From an optimization exercise on the open Yosys and OpenROAD flow, aimed at small area and a short achievable clock period; shortcuts taken in it are not production practice.
Where RTL was checked, it was by simulation tests only, not by an equivalence proof against the original.
Power figures rest on the tool's default switching activity, not on a simulated workload.

==> inputs of run K <==
==> flow/design.v <==
module arith_eg3_mod(
    input clk,
    input rst,
    input int a,
    input int b,
    input [1:0] sel,
    output int r
);
    localparam int K1 = 11;
    localparam int K2 = 24;
    localparam int RIPPLE_MAX = 4;    
    logic        mul0, mul1, mul2;       
    logic        div0, div1, div2;       
    logic        inv0, inv1, inv2;       
    logic        nq0,  nq1,  nq2;        
    logic [31:0] ns0,  ns1,  ns2;        
    logic [31:0] y0,   y1,   y2;         
    logic [31:0] xr1,  xr2;              
    logic [31:0] qr1,  qr2;              
    wire  [2:0]        m_mul = {mul2, mul1, mul0};
    wire  [2:0]        m_div = {div2, div1, div0};
    wire  [2:0]        m_inv = {inv2, inv1, inv0};
    wire  [2:0][31:0]  nsrc  = {ns2, ns1, ns0};
    wire  [2:0][31:0]  y     = {y2, y1, y0};
    wire  [2:0][31:0]  xreg  = {xr2, xr1, 32'd0};
    wire  [31:0][31:0] xo;       
    wire  [31:0] qc;               
    wire        s_div = (sel == 2'd3);
    wire        s_mul = (sel == 2'd2);
    wire        s_inv = sel[0];
    wire [31:0] a_abs = a[31] ? -a : a;
    wire [31:0] b_abs = b[31] ? -b : b;
    assign mul0 = s_mul;
    assign div0 = s_div;
    assign inv0 = s_inv;
    assign nq0  = s_div & (a[31] ^ b[31]) & (b != 32'd0);
    assign ns0  = s_div ? a_abs : a;
    assign y0   = (s_div ? b_abs : b) ^ {32{s_inv}};
    for (genvar k = 0; k < 32; k++) begin : row
        localparam int S = (k < K1) ? 0 : (k < K2) ? 1 : 2;
        wire         nb = ~m_mul[S] & nsrc[S][31-k];
        wire [k:0]   xin;
        if (k == 0)                  assign xin = nb;
        else if (k == K1 || k == K2) assign xin = {xreg[S][k-1:0], nb};
        else                         assign xin = {xo[k-1][k-1:0], nb};
        wire [k:0]   s;
        wire         co;
        alu_row #(.W(k+1), .FAST(k >= RIPPLE_MAX)) add (.x(xin), .y(y[S][k:0]), .ci(m_inv[S]), .s(s), .co(co));
        wire hz;
        if (k == 31) assign hz = 1'b1;
        else         assign hz = &y[S][31:k+1];
        wire keep = m_mul[S] ? nsrc[S][31-k] : m_div[S] ? (co & hz) : (k == 31);
        assign qc[31-k] = keep;
        assign xo[k] = {{(31-k){1'b0}}, keep ? s : xin};
    end
    logic sd, sx;    
    always_ff @(posedge clk) begin
        mul1 <= mul0;
        div1 <= div0;
        inv1 <= inv0;
        nq1  <= nq0;
        ns1  <= ns0;
        y1   <= y0;
        xr1  <= xo[K1-1];
        qr1  <= qc;
        mul2 <= mul1;
        div2 <= div1;
        inv2 <= inv1;
        nq2  <= nq1;
        ns2  <= ns1;
        y2   <= y1;
        xr2  <= xo[K2-1];
        qr2  <= {qr1[31:32-K1], qc[31-K1:0]};
        if (rst) begin
            sd <= 1'b0;
            sx <= 1'b0;
        end else begin
            sd <= div1;
            sx <= ~div1;
        end
    end
    wire [31:0] q = {qr2[31:32-K2], qc[31-K2:0]};
    wire [31:0] qf = nq2 ? -q : q;
    assign r = ({32{sd}} & qf) | ({32{sx}} & xo[31]);
endmodule
module alu_row #(parameter int W = 8, parameter bit FAST = 1) (
    input  [W-1:0] x,
    input  [W-1:0] y,
    input          ci,
    output [W-1:0] s,
    output         co
);
    wire [W-1:0] p = x ^ y;
    wire [W:0]   c;
    assign c[0] = ci;
    if (!FAST || W < 3) begin : ripple
        for (genvar j = 0; j < W; j++) begin : bit_
            assign c[j+1] = (x[j] & y[j]) | (c[j] & p[j]);
        end
    end else begin : prefix
        localparam int L = (W > 16) ? 5 : (W > 8) ? 4 : (W > 4) ? 3 : (W > 2) ? 2 : 1;
        wire [W-1:0] g [0:L];
        wire [W-1:0] q [0:L];
        assign g[0][0] = (x[0] & y[0]) | (ci & p[0]);
        assign q[0][0] = 1'b0;
        for (genvar j = 1; j < W; j++) begin : gp
            assign g[0][j] = x[j] & y[j];
            assign q[0][j] = p[j];
        end
        for (genvar l = 0; l < L; l++) begin : lev
            for (genvar j = 0; j < W; j++) begin : node
                if ((j >> l) & 1) begin : comb
                    localparam int J = ((j >> (l + 1)) << (l + 1)) + (1 << l) - 1;
                    assign g[l+1][j] = g[l][j] | (q[l][j] & g[l][J]);
                    assign q[l+1][j] = q[l][j] & q[l][J];
                end else begin : pass
                    assign g[l+1][j] = g[l][j];
                    assign q[l+1][j] = q[l][j];
                end
            end
        end
        for (genvar j = 0; j < W; j++) begin : carry
            assign c[j+1] = g[L][j];
        end
    end
    assign s  = p ^ c[W-1:0];
    assign co = c[W];
endmodule
==> flow/run.sh <==
#!/bin/bash
# synth_recipe.tcl (not shown) runs the flow's synth.tcl, then flattens the netlist and writes it again
# the make line also repeats each setting of config.mk as NAME=value (left out here)
make -C /OpenROAD-flow-scripts/flow DESIGN_CONFIG=/design/flow/config.mk WORK_HOME=/design/flow/orfs CLKGATE_MAP_FILE= SYNTH_SCRIPT=/design/flow/synth_recipe.tcl finish
==> flow/config.mk <==
export PLATFORM = sky130hd
export DESIGN_NAME = arith_eg3_mod
export DESIGN_NICKNAME = arith_eg3_mod
export VERILOG_FILES = /design/flow/design.v
export SDC_FILE = /design/flow/constraint.sdc
export NUM_CORES = 4
export LEC_CHECK = 0
export CAP_MARGIN = 85
export CORE_MARGIN = 2
export CORE_UTILIZATION = 40
export SLEW_MARGIN = 92
==> flow/constraint.sdc <==
create_clock -name core_clock -period 75.0 [get_ports {clk}]
set_input_delay 15.0000 -clock core_clock [delete_from_list [all_inputs] [get_ports {clk}]]
set_output_delay 15.0000 -clock core_clock [all_outputs]
set_load 0.01 [all_outputs]
==> run P (differences from run K) <==
==> flow/design.v, changed modules only <==
module arith_eg3_mod(
    input clk,
    input rst,
    input int a,
    input int b,
    input [1:0] sel,
    output int r
);
    localparam int K1 = 11;
    localparam int K2 = 25;
    localparam int RIPPLE_MAX = 4;    
    localparam int STYLE = 2;         
    logic        mul0, mul1, mul2;       
    logic        div0, div1, div2;       
    logic        inv0, inv1, inv2;       
    logic        nq0,  nq1,  nq2;        
    logic [31:0] ns0,  ns1,  ns2;        
    logic [31:0] y0,   y1,   y2;         
    logic [31:0] xr1,  xr2;              
    logic [31:0] qr1,  qr2;              
    wire  [2:0]        m_mul = {mul2, mul1, mul0};
    wire  [2:0]        m_div = {div2, div1, div0};
    wire  [2:0]        m_inv = {inv2, inv1, inv0};
    wire  [2:0][31:0]  nsrc  = {ns2, ns1, ns0};
    wire  [2:0][31:0]  y     = {y2, y1, y0};
    wire  [2:0][31:0]  xreg  = {xr2, xr1, 32'd0};
    wire  [31:0][31:0] xo;       
    wire  [31:0] qc;               
    wire        s_div = (sel == 2'd3);
    wire        s_mul = (sel == 2'd2);
    wire        s_inv = sel[0];
    wire [31:0] a_abs = a[31] ? -a : a;
    wire [31:0] b_abs = b[31] ? -b : b;
    assign mul0 = s_mul;
    assign div0 = s_div;
    assign inv0 = s_inv;
    assign nq0  = s_div & (a[31] ^ b[31]) & (b != 32'd0);
    assign ns0  = s_div ? a_abs : a;
    assign y0   = (s_div ? b_abs : b) ^ {32{s_inv}};
    for (genvar k = 0; k < 32; k++) begin : row
        localparam int S = (k < K1) ? 0 : (k < K2) ? 1 : 2;
        wire         nb = ~m_mul[S] & nsrc[S][31-k];
        wire [k:0]   xin;
        if (k == 0)                  assign xin = nb;
        else if (k == K1 || k == K2) assign xin = {xreg[S][k-1:0], nb};
        else                         assign xin = {xo[k-1][k-1:0], nb};
        wire [k:0]   s;
        wire         co;
        alu_row #(.W(k+1), .FAST(k >= RIPPLE_MAX), .STYLE(STYLE)) add (.x(xin), .y(y[S][k:0]), .ci(m_inv[S]), .s(s), .co(co));
        wire hz;
        if (k == 31) assign hz = 1'b1;
        else         assign hz = &y[S][31:k+1];
        wire keep = m_mul[S] ? nsrc[S][31-k] : m_div[S] ? (co & hz) : (k == 31);
        assign qc[31-k] = keep;
        assign xo[k] = {{(31-k){1'b0}}, keep ? s : xin};
    end
    logic sd, sx;    
    always_ff @(posedge clk) begin
        mul1 <= mul0;
        div1 <= div0;
        inv1 <= inv0;
        nq1  <= nq0;
        ns1  <= ns0;
        y1   <= y0;
        xr1  <= xo[K1-1];
        qr1  <= qc;
        mul2 <= mul1;
        div2 <= div1;
        inv2 <= inv1;
        nq2  <= nq1;
        ns2  <= ns1;
        y2   <= y1;
        xr2  <= xo[K2-1];
        qr2  <= {qr1[31:32-K1], qc[31-K1:0]};
        if (rst) begin
            sd <= 1'b0;
            sx <= 1'b0;
        end else begin
            sd <= div1;
            sx <= ~div1;
        end
    end
    wire [31:0] q = {qr2[31:32-K2], qc[31-K2:0]};
    wire [31:0] qf = nq2 ? -q : q;
    assign r = ({32{sd}} & qf) | ({32{sx}} & xo[31]);
endmodule
module alu_row #(parameter int W = 8, parameter bit FAST = 1, parameter int STYLE = 0) (
    input  [W-1:0] x,
    input  [W-1:0] y,
    input          ci,
    output [W-1:0] s,
    output         co
);
    wire [W-1:0] p = x ^ y;
    wire [W:0]   c;
    assign c[0] = ci;
    if (!FAST || W < 3) begin : ripple
        for (genvar j = 0; j < W; j++) begin : bit_
            assign c[j+1] = (x[j] & y[j]) | (c[j] & p[j]);
        end
    end else if (STYLE == 2) begin : plain
        wire [W:0] t = {1'b0, x} + {1'b0, y} + {{W{1'b0}}, ci};
        assign c[W:1] = t[W:1] ^ {1'b0, p[W-1:1]};
    end else if (STYLE == 1) begin : bk
        localparam int L = (W > 16) ? 5 : (W > 8) ? 4 : (W > 4) ? 3 : (W > 2) ? 2 : 1;
        localparam int NL = 2 * L - 1;
        wire [W-1:0] g [0:NL];
        wire [W-1:0] q [0:NL];
        assign g[0][0] = (x[0] & y[0]) | (ci & p[0]);
        assign q[0][0] = 1'b0;
        for (genvar j = 1; j < W; j++) begin : gp
            assign g[0][j] = x[j] & y[j];
            assign q[0][j] = p[j];
        end
        for (genvar i = 0; i < NL; i++) begin : lev
            localparam int UP = (i < L);
            localparam int LL = UP ? i : (2 * L - 2 - i);
            for (genvar j = 0; j < W; j++) begin : node
                localparam bit DO = UP ? (((j + 1) % (1 << (LL + 1))) == 0)
                                       : ((((j + 1) % (1 << (LL + 1))) == (1 << LL)) && (j >= (1 << (LL + 1))));
                if (DO) begin : comb
                    localparam int J = j - (1 << LL);
                    assign g[i+1][j] = g[i][j] | (q[i][j] & g[i][J]);
                    assign q[i+1][j] = q[i][j] & q[i][J];
                end else begin : pass
                    assign g[i+1][j] = g[i][j];
                    assign q[i+1][j] = q[i][j];
                end
            end
        end
        for (genvar j = 0; j < W; j++) begin : carry
            assign c[j+1] = g[NL][j];
        end
    end else begin : prefix
        localparam int L = (W > 16) ? 5 : (W > 8) ? 4 : (W > 4) ? 3 : (W > 2) ? 2 : 1;
        wire [W-1:0] g [0:L];
        wire [W-1:0] q [0:L];
        assign g[0][0] = (x[0] & y[0]) | (ci & p[0]);
        assign q[0][0] = 1'b0;
        for (genvar j = 1; j < W; j++) begin : gp
            assign g[0][j] = x[j] & y[j];
            assign q[0][j] = p[j];
        end
        for (genvar l = 0; l < L; l++) begin : lev
            for (genvar j = 0; j < W; j++) begin : node
                if ((j >> l) & 1) begin : comb
                    localparam int J = ((j >> (l + 1)) << (l + 1)) + (1 << l) - 1;
                    assign g[l+1][j] = g[l][j] | (q[l][j] & g[l][J]);
                    assign q[l+1][j] = q[l][j] & q[l][J];
                end else begin : pass
                    assign g[l+1][j] = g[l][j];
                    assign q[l+1][j] = q[l][j];
                end
            end
        end
        for (genvar j = 0; j < W; j++) begin : carry
            assign c[j+1] = g[L][j];
        end
    end
    assign s  = p ^ c[W-1:0];
    assign co = c[W];
endmodule
--- a/flow/config.mk
+++ b/flow/config.mk
@@ -5,7 +5,8 @@
 export SDC_FILE = /design/flow/constraint.sdc
 export NUM_CORES = 4
 export LEC_CHECK = 0
-export CAP_MARGIN = 85
+export ABC_AREA = 1
+export CAP_MARGIN = 20
 export CORE_MARGIN = 2
 export CORE_UTILIZATION = 40
-export SLEW_MARGIN = 92
+export SLEW_MARGIN = 72
==> run Y (differences from run K) <==
--- a/flow/design.v
+++ b/flow/design.v
@@ -6,8 +6,8 @@
     input [1:0] sel,
     output int r
 );
-    localparam int K1 = 11;
-    localparam int K2 = 24;
+    localparam int K1 = 12;
+    localparam int K2 = 25;
     localparam int RIPPLE_MAX = 4;    
     logic        mul0, mul1, mul2;       
     logic        div0, div1, div2;       
--- a/flow/config.mk
+++ b/flow/config.mk
@@ -5,7 +5,8 @@
 export SDC_FILE = /design/flow/constraint.sdc
 export NUM_CORES = 4
 export LEC_CHECK = 0
-export CAP_MARGIN = 85
+export ABC_AREA = 1
+export CAP_MARGIN = 60
 export CORE_MARGIN = 2
 export CORE_UTILIZATION = 40
-export SLEW_MARGIN = 92
+export SLEW_MARGIN = 72
==> run summary <==
Run Y completed without violations. Run K ended with an error in 3_5_place_dp with DPL-0038. Run P finished with timing, DRC and antenna clean. In run Y the die area is lower than in run P, by 7.2%. Final cell count: run P is larger than run Y (about 11%). In run P the clock-buffer cell count is lower than in run Y, by 1. Area after synthesis, highest first: run P, run Y, run K. Sequential power is about the same in run Y and run P.
For run P, only the layout was checked, not whether the RTL still works.

==> port drivers added, routing unchanged <==
No port has a modelled driver above. Below, the same layouts with a new extraction and two added sets of constraints.
Step 1 assumes that a clkbuf_16 drives the clock port and a buf_2 every other input.
Step 2 also shifts input and output timing later by t, the mid clock arrival at the registers, as if the neighbouring blocks saw the same clock.
Three values: ideal, step 1, step 2; two values: the first two.
run | shift t [ns] | slack for setup (ns) | worst data-port slew with drivers (ns)
run P | 0.551 | 38.183 / 38.116 / 38.667 | 0.09
run Y | 0.534 | 36.615 / 36.551 / 36.682 | 0.12
After both steps setup and hold are still met in every run listed.
